Source: an optimization exercise on an open RTL-to-GDS flow (aim: small area and a short achievable clock period). Production flows keep margins and buffers that such runs may drop.
RTL that was checked went through simulation tests only; none was proved equivalent to the original.
Function not checked in run 1: the RTL went through the layout flow alone.

File: flow/flow/run.sh
#!/bin/bash
# The standard layout (the standard.sh, ORFS synthesis to final), with one
# change: the buffer that global placement puts on every input and output port
# is sky130_fd_sc_hd__buf_1 instead of the cell buffer_ports picks by default.
# make's full output goes to standard.log here; ORFS keeps each step's log
# under orfs/logs.
set -euo pipefail
cd "$(dirname "$0")/.."
bash standard.sh "BUFFER_PORTS_ARGS=-buffer_cell sky130_fd_sc_hd__buf_1" finish > standard.log 2>&1
File: flow/standard.sh
#!/bin/bash
# synth_recipe.tcl (not shown) runs the flow's synth.tcl, then flattens the netlist and writes it again
# the make line also repeats each setting of config.mk as NAME=value (left out here)
make -C /OpenROAD-flow-scripts/flow DESIGN_CONFIG=/design/flow/config.mk WORK_HOME=/design/flow/orfs CLKGATE_MAP_FILE= SYNTH_SCRIPT=/design/flow/synth_recipe.tcl "${@:-finish}"
File: flow/config.mk
export PLATFORM = sky130hd
export DESIGN_NAME = Layer_Decoder
export DESIGN_NICKNAME = Layer_Decoder
export VERILOG_FILES = /design/flow/design.v
export SDC_FILE = /design/flow/constraint.sdc
export NUM_CORES = 4
export LEC_CHECK = 0
export ABC_AREA = 1
export CAP_MARGIN = 20
export CORE_MARGIN = 2
export CORE_UTILIZATION = 60
export SLEW_MARGIN = 20
File: flow/constraint.sdc
create_clock -name core_clock -period 200.0 [get_ports {clk}]
set_input_delay 40.0000 -clock core_clock [delete_from_list [all_inputs] [get_ports {clk}]]
set_output_delay 40.0000 -clock core_clock [all_outputs]
set_load 0.01 [all_outputs]
File: flow/design.v
module calc_tile_n (
    input  logic [7:0]  in_C,
    input  logic [7:0]  out_C,
    output logic [12:0] tile_n
);
logic [12:0] num;
logic [9:0]  den;
assign num = 13'd6542 + {3'd0, out_C, 2'b00};
assign den = {2'd0, in_C} + {1'b0, out_C, 1'b0};
function automatic logic [11:0] borrows(input logic [10:0] a, input logic [10:0] b);
    logic [10:0] g, t, g2, t2;
    integer j, s;
    g = ~a & b;
    t = ~a | b;
    for (s = 1; s < 11; s = s * 2) begin
        g2 = g; t2 = t;
        for (j = 0; j < 11; j = j + 1)
            if (j >= s) begin
                g2[j] = g[j] | (t[j] & g[j-s]);
                t2[j] = t[j] & t[j-s];
            end
        g = g2; t = t2;
    end
    borrows = {g, 1'b0};
endfunction
logic [12:0] r [0:13];
assign r[13] = num;
genvar i;
generate
    for (i = 12; i >= 0; i--) begin : g_div
        localparam int W  = 13 - i;               
        localparam int WC = (W < 11) ? W : 11;    
        logic [10:0] a, b, nb;
        logic [11:0] bo;
        logic        hi_zero;
        assign a  = 11'(r[i+1] >> i);             
        assign b  = {1'b0, den} & ((11'd1 << WC) - 11'd1);
        if (WC < 10) begin : g_hz
            assign hi_zero = ~|den[9:WC];
        end else begin : g_nhz
            assign hi_zero = 1'b1;
        end
        assign bo = borrows(a & ((11'd1 << WC) - 11'd1), b);
        assign tile_n[i] = hi_zero & ~bo[WC];
        assign nb = (a ^ ({11{tile_n[i]}} & (b ^ bo[10:0]))) & ((11'd1 << WC) - 11'd1);
        if (i > 0) begin : g_lo
            assign r[i] = {13'(nb) << i} | (r[i+1] & ((13'd1 << i) - 13'd1));
        end else begin : g_last
            assign r[i] = 13'(nb);
        end
    end
endgenerate
endmodule
module Layer_Decoder (
    input  logic         clk,
    input  logic         rst_n,
    input logic uLD_en_i,  
    input  logic [5:0]   layer_id_i,
    input  logic [1:0]   layer_type_i,      
    input  logic [7:0]   in_R_i, in_C_i,    
    input  logic [10:0]   in_D_i, out_K_i,   
    input  logic [1:0]   stride_i,          
    input  logic [1:0]   pad_T_i, pad_B_i, pad_L_i, pad_R_i,
    input  logic [31:0]  base_ifmap_i,
    input  logic [31:0]  base_weight_i,
    input  logic [31:0]  base_bias_i,
    input  logic [31:0]  base_ofmap_i,
    input  logic [3:0]   flags_i,          
    input  logic [7:0]   quant_scale_i,    
    output logic [5:0]   layer_id_o,
    output logic [1:0]   layer_type_o,
    output logic [7:0]   padded_R_o, padded_C_o,
    output logic [10:0]   in_D_o, out_K_o,
    output logic [1:0]   stride_o,
    output logic [1:0]   pad_T_o, pad_B_o, pad_L_o, pad_R_o,
    output logic [1:0]   kH_o, kW_o,  
    output logic [31:0]  base_ifmap_o,
    output logic [31:0]  base_weight_o,
    output logic [31:0]  base_bias_o,
    output logic [31:0]  base_ofmap_o,
    output logic [3:0]   flags_o,
    output logic [5:0]   quant_scale_o,
    output logic [31:0]  tile_n_o,
    output logic [7:0]   tile_D_o,
    output logic [7:0]   tile_K_o,
    output logic [7:0]   tile_D_f_o,
    output logic [7:0]   tile_K_f_o,
    output logic [7:0]   in_R_o,
    output logic [7:0]   in_C_o,
    output logic [7:0]   out_R_o,
    output logic [7:0]   out_C_o
);
function automatic logic [7:0] out_size(input logic [7:0] padded,
                                        input logic       k3,
                                        input logic [1:0] stride);
    logic [8:0] z;
    logic [8:0] z3;
    z  = {1'b0, padded} + (k3 ? 9'd0 : 9'd2);
    z3 = z + 9'd2;
    case (stride)
        2'd2:    out_size = z[8:1];
        2'd3:    out_size = (z == 9'd0) ? 8'd86 : 8'(z3 / 9'd3);
        default: out_size = 8'(z - 9'd2);
    endcase
endfunction
logic       k3_i;
logic [7:0] padded_C_i;
logic [7:0] out_C_d;
assign k3_i       = layer_type_i[0];              
assign padded_C_i = in_C_i + pad_L_i + pad_R_i;
assign out_C_d    = out_size(padded_C_i, k3_i, stride_i);
always_ff @(posedge clk or negedge rst_n) begin
    if (!rst_n) begin
        layer_id_o      <= 6'd0;
        layer_type_o    <= 2'd0;
        in_D_o          <= 11'd0;
        out_K_o         <= 11'd0;
        stride_o        <= 2'd0;
        pad_T_o         <= 2'd0;
        pad_B_o         <= 2'd0;
        pad_L_o         <= 2'd0;
        pad_R_o         <= 2'd0;
        base_ifmap_o    <= 32'd0;
        base_weight_o   <= 32'd0;
        base_bias_o     <= 32'd0;
        base_ofmap_o    <= 32'd0;
        flags_o         <= 4'd0;
        quant_scale_o   <= 6'd0;
        in_R_o          <= 8'd0;
        in_C_o          <= 8'd0;
        out_C_o         <= 8'd0;
    end
    else if (uLD_en_i) begin
        layer_id_o      <= layer_id_i;
        layer_type_o    <= layer_type_i;
        in_D_o          <= in_D_i;
        out_K_o         <= out_K_i;
        stride_o        <= stride_i;
        pad_T_o         <= pad_T_i;
        pad_B_o         <= pad_B_i;
        pad_L_o         <= pad_L_i;
        pad_R_o         <= pad_R_i;
        base_ifmap_o    <= base_ifmap_i;
        base_weight_o   <= base_weight_i;
        base_bias_o     <= base_bias_i;
        base_ofmap_o    <= base_ofmap_i;
        flags_o         <= flags_i;
        quant_scale_o   <= quant_scale_i[5:0];
        in_R_o          <= in_R_i;
        in_C_o          <= in_C_i;
        out_C_o         <= out_C_d;
    end
end
logic        loaded;                  
logic        pw, dw, std, lin;
logic [12:0] n_dw;
assign loaded = |stride_o;
assign pw  = loaded & (layer_type_o == 2'd0);
assign dw  = (layer_type_o == 2'd1);
assign std = (layer_type_o == 2'd2);
assign lin = (layer_type_o == 2'd3);
assign padded_R_o = in_R_o + pad_T_o + pad_B_o;
assign padded_C_o = in_C_o + pad_L_o + pad_R_o;
assign out_R_o = out_size(padded_R_o, layer_type_o[0], stride_o);
assign kH_o = {layer_type_o[0], loaded};
assign kW_o = kH_o;
assign tile_D_o   = {2'b00, pw | lin, 1'b0, dw | std, 1'b0, dw | std, 1'b0};
assign tile_K_o   = tile_D_o;
assign tile_K_f_o = tile_D_o;
assign tile_D_f_o = {2'b00, pw | lin, 1'b0, std, 1'b0, std, dw};
calc_tile_n calc_n_max_u (
    .in_C   (in_C_o),
    .out_C  (out_C_o),
    .tile_n (n_dw)
);
always_comb begin
    tile_n_o = 32'd0;
    if (dw)  tile_n_o[12:0] = n_dw;
    if (pw)  tile_n_o[12:0] = 13'd668;
    if (std) tile_n_o[12:0] = 13'd2180;
    if (lin) tile_n_o[12:0] = 13'd586;
end
endmodule
==> results.py, run 1 <==
metrics = {
    "outcome": {
        "status": "timing/DRC/antenna clean",
    },
    "worst_setup_path": {
        "crit_path_end": "tile_n_o[0]",
        "slowest_stage": "dfrtp_1",
        "reg2reg_slack_ps": 198390,
        "cp-start-kind": "register",
        "path_max_fanout": 20,
        "cp-end-kind": "output pin",
        "reg2reg_to": "in_C_o[0]",
        "rr_startpoint": "in_C_o[0]",
        "critPathBufInv": 9,
        "crit_family": "simple AND/OR/NAND/NOR gates",
        "r2r_cells": 2,
        "cp_num_cells": 82,
        "worstPathArrival_ps": 12040,
        "cp.required_ps": 160000,
        "slowest_delay_ps": 550,
        "worstSetupPathType": "reg -> out",
        "startpoint": "out_C_o[0]",
        "path_common_cell": "nand2_1",
    },
    "clocking": {
        "cts.clk_slew.worst_paths_ps": 70,
        "cts_setup_buffers": 0,
        "clockBufferDepth": 3,
        "root_buffer": "clkbuf_16",
        "cts_tree": "built",
        "cts_buffers": 23,
        "worstSkewPairLatency_ps": 510,
        "cts.sinks": 202,
        "h-tree-depth": 1,
        "cts_resized": 0,
        "postCtsHoldBufs": 0,
    },
    "hold_path": {
        "min_path_type": "reg -> reg",
        "worstHoldPathCells": 2,
    },
    "routing": {
        "drt-initial-drc-count": 1322,
        "drcViolationCount": 0,
        "viasPerCell": 5.321,
        "drt-total-wl_um": 54900,
        "firstDrtPassIters": 6,
        "dr_total_vias": 18053,
        "wl_per_cell_um": 16.18,
        "ant_nets": 0,
    },
    "layout": {
        "finalCoreUtilization_pct": 68.83,
        "diodes": 0,
        "stdcell_area_um2": 19700,
        "area_growth_pct": 13.14,
        "fillers": 2601,
        "drive_gt1_share_pct": 11.10,
        "fin_nets": 3237,
    },
    "place": {
        "dpl_cell_area_um2": 18820,
        "place_congestion": 0.9355,
        "numPortBuffers": 452,
        "place_hpwl_um": 42540,
        "dp_slack_ps": 148690,
    },
    "timing": {
        "fmax_ghz": 0.01922,
        "relSlewSlack_pct": 32.29,
        "setup_viol": 0,
        "fin_ws_ps": 147960,
        "finalCriticalPeriod_ps": 52040,
        "whs_ps": 468.3,
        "drv_slew": 0,
        "worst_slew_pin_slew_ps": 1016,
        "fin_tns_setup_ps": 0,
        "rsz0062_at_grt": "false",
        "hold_viol_final": 0,
        "fin_crit_sh_pct": 26.02,
        "skew_ps": 0,
    },
    "grt": {
        "met2_usage_pct": 56.88,
        "top_usage_layer": "met2",
        "grt_max_degree": 109,
        "antenna_found_initial": 0,
        "met3_usage_pct": 5.446,
        "grt.total_usage_pct": 35.22,
        "grt_pass1_wl_um": 87370,
        "grt_pass1_vias": 16929,
        "overflow": 0,
        "use_met1_pct": 48.79,
    },
    "floorplan": {
        "die_h_um": 174.4,
        "die_w_um": 174.4,
        "die_area_um2": 30400,
        "initial_utilization_pct": 60.84,
        "placement_rows": 62,
        "fp.coreArea_um2": 28630,
        "boundaryPins": 493,
    },
    "logic_synthesis": {
        "synth_area_um2": 17420,
        "synth_warnings": 3,
        "synth_seq_cells": 202,
        "syn_inst": 2598,
        "ys_types": 71,
        "yosysSeqAreaShare_pct": 29.03,
        "synth_flop_cell": "dfrtp_1",
        "avgSynthCellArea_um2": 6.703,
        "synth_edf_count": 0,
        "async_flop_share_pct": 100.0,
    },
    "job": {
        "cap_viol_max_count": 0,
    },
}
final cells by class:
class                   instances  area (µm²)  area share, %
multi-input cells            1993       10260          52.08
clock inverters                17       285.3          1.448
inverters                     311        1255          6.369
well taps                     384       480.5          2.438
clock buffers                  25       593.1          3.010
repair buffers                461        1772          8.992
flip-flops and latches        202        5056          25.66
per-layer routing:
metal,routed length (µm),vias to the layer above,share of wire [%]
li1,-,8853,-
met1,23840,8399,43
met2,25210,689,46
met3,4071,112,7.4
met4,1782,0,3.2
met5,0,-,0
cells in the final DEF, fill, tap and decap left out, types with 8 or more instances in the layout:
master / count
nand3_1: 193
a21oi_1: 46
buf_4: 9
nor2_2: 12
dfrtp_1: 201
xor2_1: 39
clkbuf_16: 23
nand2_1: 1062
inv_1: 268
nand3_4: 9
o21ai_0: 65
fa_1: 10
buf_1: 450
nand2_4: 23
xnor2_1: 9
nor3_1: 14
ha_1: 36
o21ai_1: 12
nor2_4: 8
conb_1: 38
nand3_2: 65
nand4_1: 49
nand4_2: 14
nand2_2: 82
nor2_1: 130
inv_2: 20
cell families (layout without fill, tap and decap cells):
family,after synthesis,after routing,synth area share (%)
adders and majority gates,46,46,3.736
DFF,202,202,29.03
other,1,38,0.02153
and+or+nand+nor,1685,1685,45.80
AOI/OAI and AO/OA,175,175,6.064
xor gates and xnor gates,49,49,2.507
buffers and inverters,440,814,12.85
sequential cells by signal, indices dropped and copies added, names as in the netlist:
signal,cells
base_bias_o,32
base_ifmap_o,32
base_ofmap_o,32
base_weight_o,32
in_D_o,11
out_K_o,11
in_C_o,8
in_R_o,8
out_C_o,8
layer_id_o,6
quant_scale_o,6
flags_o,4
layer_type_o,2
pad_B_o,2
pad_L_o,2
pad_R_o,2
pad_T_o,2
stride_o,2
tightest hold or removal path, cell delays in order (launching register included):
cell,delay [ps]
dfrtp_1,340
nand2_1,50
nand2_1,50
worst min path at each step:
stage	from	end
final	base_ofmap_o[19]	base_ofmap_o[19]
after global routing	base_ifmap_o[13]	base_ifmap_o[13]
after global placement	base_ofmap_o[9]	base_ofmap_o[9]
after floorplan	base_bias_o[0]	base_bias_o[0]
after detailed placement	layer_id_o[1]	layer_id_o[1]
after CTS	base_ofmap_o[5]	base_ofmap_o[5]
cells in the mapped netlist (20+ instances only):
| cell type | number | share of area [%] |
|---|---|---|
| a21oi_1 | 46 | 1.3 |
| buf_4 | 56 | 2.4 |
| clkbuf_1 | 42 | 0.91 |
| dfrtp_1 | 202 | 29 |
| ha_1 | 36 | 2.6 |
| inv_1 | 268 | 5.8 |
| inv_2 | 20 | 0.43 |
| nand2_1 | 1062 | 23 |
| nand2_2 | 82 | 2.9 |
| nand2_4 | 23 | 1.5 |
| nand3_1 | 193 | 5.5 |
| nand3_2 | 65 | 3.7 |
| nand4_1 | 49 | 1.8 |
| nor2_1 | 130 | 2.8 |
| o21ai_0 | 65 | 1.9 |
| xor2_1 | 39 | 2.0 |
per-stage QoR:
step | cells
detailed placement | 3351
floorplan | 2635
finish | 3393
global route | 3393
CTS | 3393
global placement | 3351
==> run 2: changes to the inputs <==
--- a/flow/design.v
+++ b/flow/design.v
@@ -8,12 +8,12 @@
 assign num = 13'd6542 + {3'd0, out_C, 2'b00};
 assign den = {2'd0, in_C} + {1'b0, out_C, 1'b0};
-function automatic logic [11:0] borrows(input logic [10:0] a, input logic [10:0] b);
-    logic [10:0] g, t, g2, t2;
+function automatic logic [13:0] borrows(input logic [12:0] a, input logic [12:0] b);
+    logic [12:0] g, t, g2, t2;
     integer j, s;
-    g = ~a & b;
-    t = ~a | b;
-    for (s = 1; s < 11; s = s * 2) begin
+    g = ~a & b;           
+    t = ~a | b;           
+    for (s = 1; s < 13; s = s * 2) begin
         g2 = g; t2 = t;
-        for (j = 0; j < 11; j = j + 1)
+        for (j = 0; j < 13; j = j + 1)
             if (j >= s) begin
                 g2[j] = g[j] | (t[j] & g[j-s]);
@@ -24,29 +24,18 @@
     borrows = {g, 1'b0};
 endfunction
-logic [12:0] r [0:13];
-assign r[13] = num;
+logic [12:0] dd;
+logic [12:0] rem [0:13];
+assign dd      = {3'd0, den};
+assign rem[13] = num;
 genvar i;
 generate
     for (i = 12; i >= 0; i--) begin : g_div
-        localparam int W  = 13 - i;               
-        localparam int WC = (W < 11) ? W : 11;    
-        logic [10:0] a, b, nb;
-        logic [11:0] bo;
-        logic        hi_zero;
-        assign a  = 11'(r[i+1] >> i);             
-        assign b  = {1'b0, den} & ((11'd1 << WC) - 11'd1);
-        if (WC < 10) begin : g_hz
-            assign hi_zero = ~|den[9:WC];
-        end else begin : g_nhz
-            assign hi_zero = 1'b1;
-        end
-        assign bo = borrows(a & ((11'd1 << WC) - 11'd1), b);
-        assign tile_n[i] = hi_zero & ~bo[WC];
-        assign nb = (a ^ ({11{tile_n[i]}} & (b ^ bo[10:0]))) & ((11'd1 << WC) - 11'd1);
-        if (i > 0) begin : g_lo
-            assign r[i] = {13'(nb) << i} | (r[i+1] & ((13'd1 << i) - 13'd1));
-        end else begin : g_last
-            assign r[i] = 13'(nb);
-        end
+        logic [12:0] a, diff;
+        logic [13:0] bo;
+        assign a  = rem[i+1] >> i;
+        assign bo = borrows(a, dd);
+        assign tile_n[i] = ~bo[13];
+        assign diff = a ^ ({13{tile_n[i]}} & (dd ^ bo[12:0]));
+        assign rem[i] = (diff << i) | (rem[i+1] & ((13'd1 << i) - 1));
     end
 endgenerate
@@ -105,8 +94,10 @@
 endfunction
 logic       k3_i;
-logic [7:0] padded_C_i;
-logic [7:0] out_C_d;
+logic [7:0] padded_R_i, padded_C_i;
+logic [7:0] out_R_d, out_C_d;
 assign k3_i       = layer_type_i[0];              
+assign padded_R_i = in_R_i + pad_T_i + pad_B_i;
 assign padded_C_i = in_C_i + pad_L_i + pad_R_i;
+assign out_R_d    = out_size(padded_R_i, k3_i, stride_i);
 assign out_C_d    = out_size(padded_C_i, k3_i, stride_i);
 always_ff @(posedge clk or negedge rst_n) begin
@@ -129,4 +120,5 @@
         in_R_o          <= 8'd0;
         in_C_o          <= 8'd0;
+        out_R_o         <= 8'd0;
         out_C_o         <= 8'd0;
     end
@@ -149,4 +141,5 @@
         in_R_o          <= in_R_i;
         in_C_o          <= in_C_i;
+        out_R_o         <= out_R_d;
         out_C_o         <= out_C_d;
     end
@@ -162,5 +155,4 @@
 assign padded_R_o = in_R_o + pad_T_o + pad_B_o;
 assign padded_C_o = in_C_o + pad_L_o + pad_R_o;
-assign out_R_o = out_size(padded_R_o, layer_type_o[0], stride_o);
 assign kH_o = {layer_type_o[0], loaded};
 assign kW_o = kH_o;
==> flow/run.sh (new file) <==
#!/bin/bash
# synth_recipe.tcl (not shown) runs the flow's synth.tcl, then flattens the netlist and writes it again
# the make line also repeats each setting of config.mk as NAME=value (left out here)
make -C /OpenROAD-flow-scripts/flow DESIGN_CONFIG=/design/flow/config.mk WORK_HOME=/design/flow/orfs CLKGATE_MAP_FILE= SYNTH_SCRIPT=/design/flow/synth_recipe.tcl finish
--- a/flow/config.mk
+++ b/flow/config.mk
@@ -9,4 +9,4 @@
 export CAP_MARGIN = 20
 export CORE_MARGIN = 2
-export CORE_UTILIZATION = 60
+export CORE_UTILIZATION = 40
 export SLEW_MARGIN = 20
removed: flow/flow/run.sh
removed: flow/standard.sh
==> run 2 against run 1 <==
Net effect: via count fell by 1.3%; critical path depth rose by 5; final cell count rose by 4.8%; synthesized area fell by 4.0%; worst hold slack got worse by 2.6 ps; sequential cell count rose by 8; final area rose by 13%; critical path type unchanged; critical endpoint unchanged.
==> results.py, run 2 <==
metrics = {
    "grt": {
        "met2_usage_pct": 49.48,
        "met3_usage_pct": 5.675,
        "use_met1_pct": 34.12,
        "top_usage_layer": "met2",
        "overflow": 0,
        "grt_pass1_vias": 17221,
        "grt_pass1_wl_um": 96140,
        "antenna_found_initial": 3,
        "grt_max_degree": 129,
        "grt.total_usage_pct": 27.79,
    },
    "worst_setup_path": {
        "worstSetupPathType": "reg -> out",
        "r2r_cells": 2,
        "startpoint": "out_C_o[2]",
        "reg2reg_slack_ps": 198280,
        "crit_path_end": "tile_n_o[0]",
        "cp_num_cells": 87,
        "cp.required_ps": 160000,
        "path_max_fanout": 17,
        "reg2reg_to": "in_C_o[0]",
        "rr_startpoint": "in_C_o[0]",
        "slowest_delay_ps": 750,
        "slowest_stage": "inv_1",
        "cp-start-kind": "register",
        "worstPathArrival_ps": 14010,
        "critPathBufInv": 12,
        "crit_family": "simple AND/OR/NAND/NOR gates",
        "cp-end-kind": "output pin",
        "path_common_cell": "nand2_1",
    },
    "layout": {
        "register_area_um2": 5256,
        "fillers": 4052,
        "final_cell_mix": "nand2_1 (1098), clkdlybuf4s50_1 (450), inv_1 (261), nand3_1 (214), dfrtp_1 (209)",
        "drive_gt1_share_pct": 6.190,
        "layout_commonest_cell": "nand2_1",
        "fin_nets": 3255,
        "area_growth_pct": 33.33,
        "multi_input_comb_area_um2": 9753,
    },
    "floorplan": {
        "fp.coreArea_um2": 41020,
        "die_area_um2": 43440,
        "die_h_um": 208.4,
        "placement_rows": 74,
        "die_w_um": 208.4,
        "boundaryPins": 493,
        "initial_utilization_pct": 40.75,
    },
    "clocking": {
        "root_buffer": "clkbuf_16",
        "cts_buffers": 26,
        "h-tree-depth": 1,
        "clockBufferDepth": 3,
        "postCtsHoldBufs": 0,
        "worstSkewPairLatency_ps": 530,
        "cts_setup_buffers": 0,
        "cts_tree": "built",
        "cts_resized": 0,
        "cts.sinks": 210,
        "cts.clk_slew.worst_paths_ps": 60,
    },
    "logic_synthesis": {
        "synth_most_common_cell": "nand2_1",
        "synth_seq_cells": 210,
        "synth_edf_count": 0,
        "yosys.area_share.xor_xnor_pct": 3.668,
        "synth_area_um2": 16710,
        "synth_simple_gate_area_share_pct": 43.08,
        "synth_area_leader_cell": "dfrtp_1",
        "synth.top_cell.area_share_pct": 31.44,
        "syn_inst": 2606,
        "synth_top_cells_by_area": "dfrtp_1 (31%), nand2_1 (25%), nand3_1 (6.4%)",
        "ys_types": 61,
        "yosysSeqAreaShare_pct": 31.44,
        "synth.area.mux_share_pct": 0.06737,
        "synthTopCellsByCount": "nand2_1 (1098), inv_1 (262), nand3_1 (214)",
        "synthAdderAreaFrac_pct": 4.402,
        "synth_compound_gate_area_share_pct": 6.235,
        "synth_flop_cell": "dfrtp_1",
        "avgSynthCellArea_um2": 6.414,
        "synth_top_family_by_area": "simple AND/OR/NAND/NOR gates",
        "async_flop_share_pct": 100.0,
        "synth_warnings": 3,
    },
    "timing": {
        "finalCriticalPeriod_ps": 54010,
        "fin_tns_setup_ps": 0,
        "fin_crit_sh_pct": 27.01,
        "drv_slew": 0,
        "hold_viol_final": 0,
        "rsz0062_at_grt": "false",
        "worst_slew_pin_slew_ps": 1115,
        "fmax_ghz": 0.01851,
        "whs_ps": 465.6,
        "skew_ps": 0,
        "setup_viol": 0,
        "relSlewSlack_pct": 25.64,
    },
    "outcome": {
        "status": "timing/DRC/antenna clean",
    },
    "routing": {
        "ant_nets": 0,
        "wl_per_cell_um": 17.24,
        "drt-total-wl_um": 61300,
        "firstDrtPassIters": 5,
        "dr_total_vias": 17810,
        "drcViolationCount": 0,
        "viasPerCell": 5.010,
        "drt-initial-drc-count": 1247,
    },
    "job": {
        "cap_viol_max_count": 0,
    },
    "place": {
        "place_congestion": 0.9275,
        "place_hpwl_um": 47420,
        "numPortBuffers": 452,
    },
    "hold_path": {
        "worstHoldPathCells": 2,
        "min_path_type": "reg -> reg",
    },
}
run 2: cell count changes after synthesis, sizes merged, moves of 4 or more:
cell,change
clkinv,-4
buf,+11
o21ai,+7
nor2,+26
nand2,-24
clkbuf,-8
xor2,+17
inv,-12
nand3,-28
xnor2,+4
dfrtp,+8
nand4,+6
run 2: how the worst min path moves through the flow:
stage                     slack (ps)         startpoint                 to
after floorplan                  510     base_bias_o[0]     base_bias_o[0]
after global placement           450    base_bias_o[30]    base_bias_o[30]
after detailed placement         460    base_ofmap_o[1]    base_ofmap_o[1]
after CTS                        470  base_weight_o[26]  base_weight_o[26]
after global routing             490         in_D_o[10]         in_D_o[10]
final                            470    base_ifmap_o[5]    base_ifmap_o[5]
run 2: worst reg2reg max path, delay by kind of cell (launching register included):
| kind | cells | cell delay [ps] |
|---|---|---|
| compound gates | 1 | 280 |
| buf+inv | 1 | 550 |
| flops | 1 | 800 |
run 2: per-stage QoR:
step / instances / util, % / instance area (µm²) / setup slack (ps)
floorplan: 2643 / - / 16850 / 151120
finish: 3555 / 54.33 / 22290 / 145990
detailed placement: 3509 / 52.20 / 21410 / 146660
global route: 3554 / 54.33 / 22280 / 144450
global placement: 3509 / 52.20 / 21410 / 146890
CTS: 3553 / 54.32 / 22280 / 146080
run 2: per-layer routing:
layer | wire, µm | part of all wire (%)
met5 | 15 | 0.024
met2 | 30400 | 50
met4 | 1331 | 2.2
met3 | 3949 | 6.4
met1 | 25600 | 42
run 2: kinds of logic after synthesis:
| group | after synthesis |
|---|---|
| AOI/OAI and AO/OA | 179 |
| xor gates and xnor gates | 70 |
| DFF | 210 |
| adders and majority gates | 51 |
| other | 1 |
| buffers and inverters | 424 |
| muxes | 1 |
| and+or+nand+nor | 1670 |
run 2: area by class of cell:
type | instances | area share [%]
Multi-Input combinational cell | 2009 | 43.77
Sequential cell | 210 | 23.59
Antenna cell | 2 | 0.02246
Timing Repair Buffer | 465 | 20.77
Clock buffer | 35 | 3.296
Tap cell | 532 | 2.987
Inverter | 293 | 4.969
Clock inverter | 9 | 0.6064

separate check: timing with driven ports:
How much do the figures lean on ideal ports? The routed layouts below were timed once more, with nothing changed but the port constraints.
Step 1 (the two cells are an assumption about what drives the block):
set clk [get_ports {clk}]
set_driving_cell -lib_cell sky130_fd_sc_hd__clkbuf_16 $clk
set_driving_cell -lib_cell sky130_fd_sc_hd__buf_2 [delete_from_list [all_inputs] $clk]
Step 2 times the ports against the registers' clock, not the clock port: input delays grow and output delays shrink by t, the midpoint of the rising clock arrivals with the driver on.
a / b / c = no drivers / after step 1 / after step 2; a / b = the first two.
run	t, ns	slack for setup (ns)	worst slew at a driven data input, ns
run 1	0.562	147.958 / 147.917 / 148.480	0.13
run 2	0.597	145.986 / 145.927 / 146.524	0.16
After both steps setup and hold are still met in every run listed.
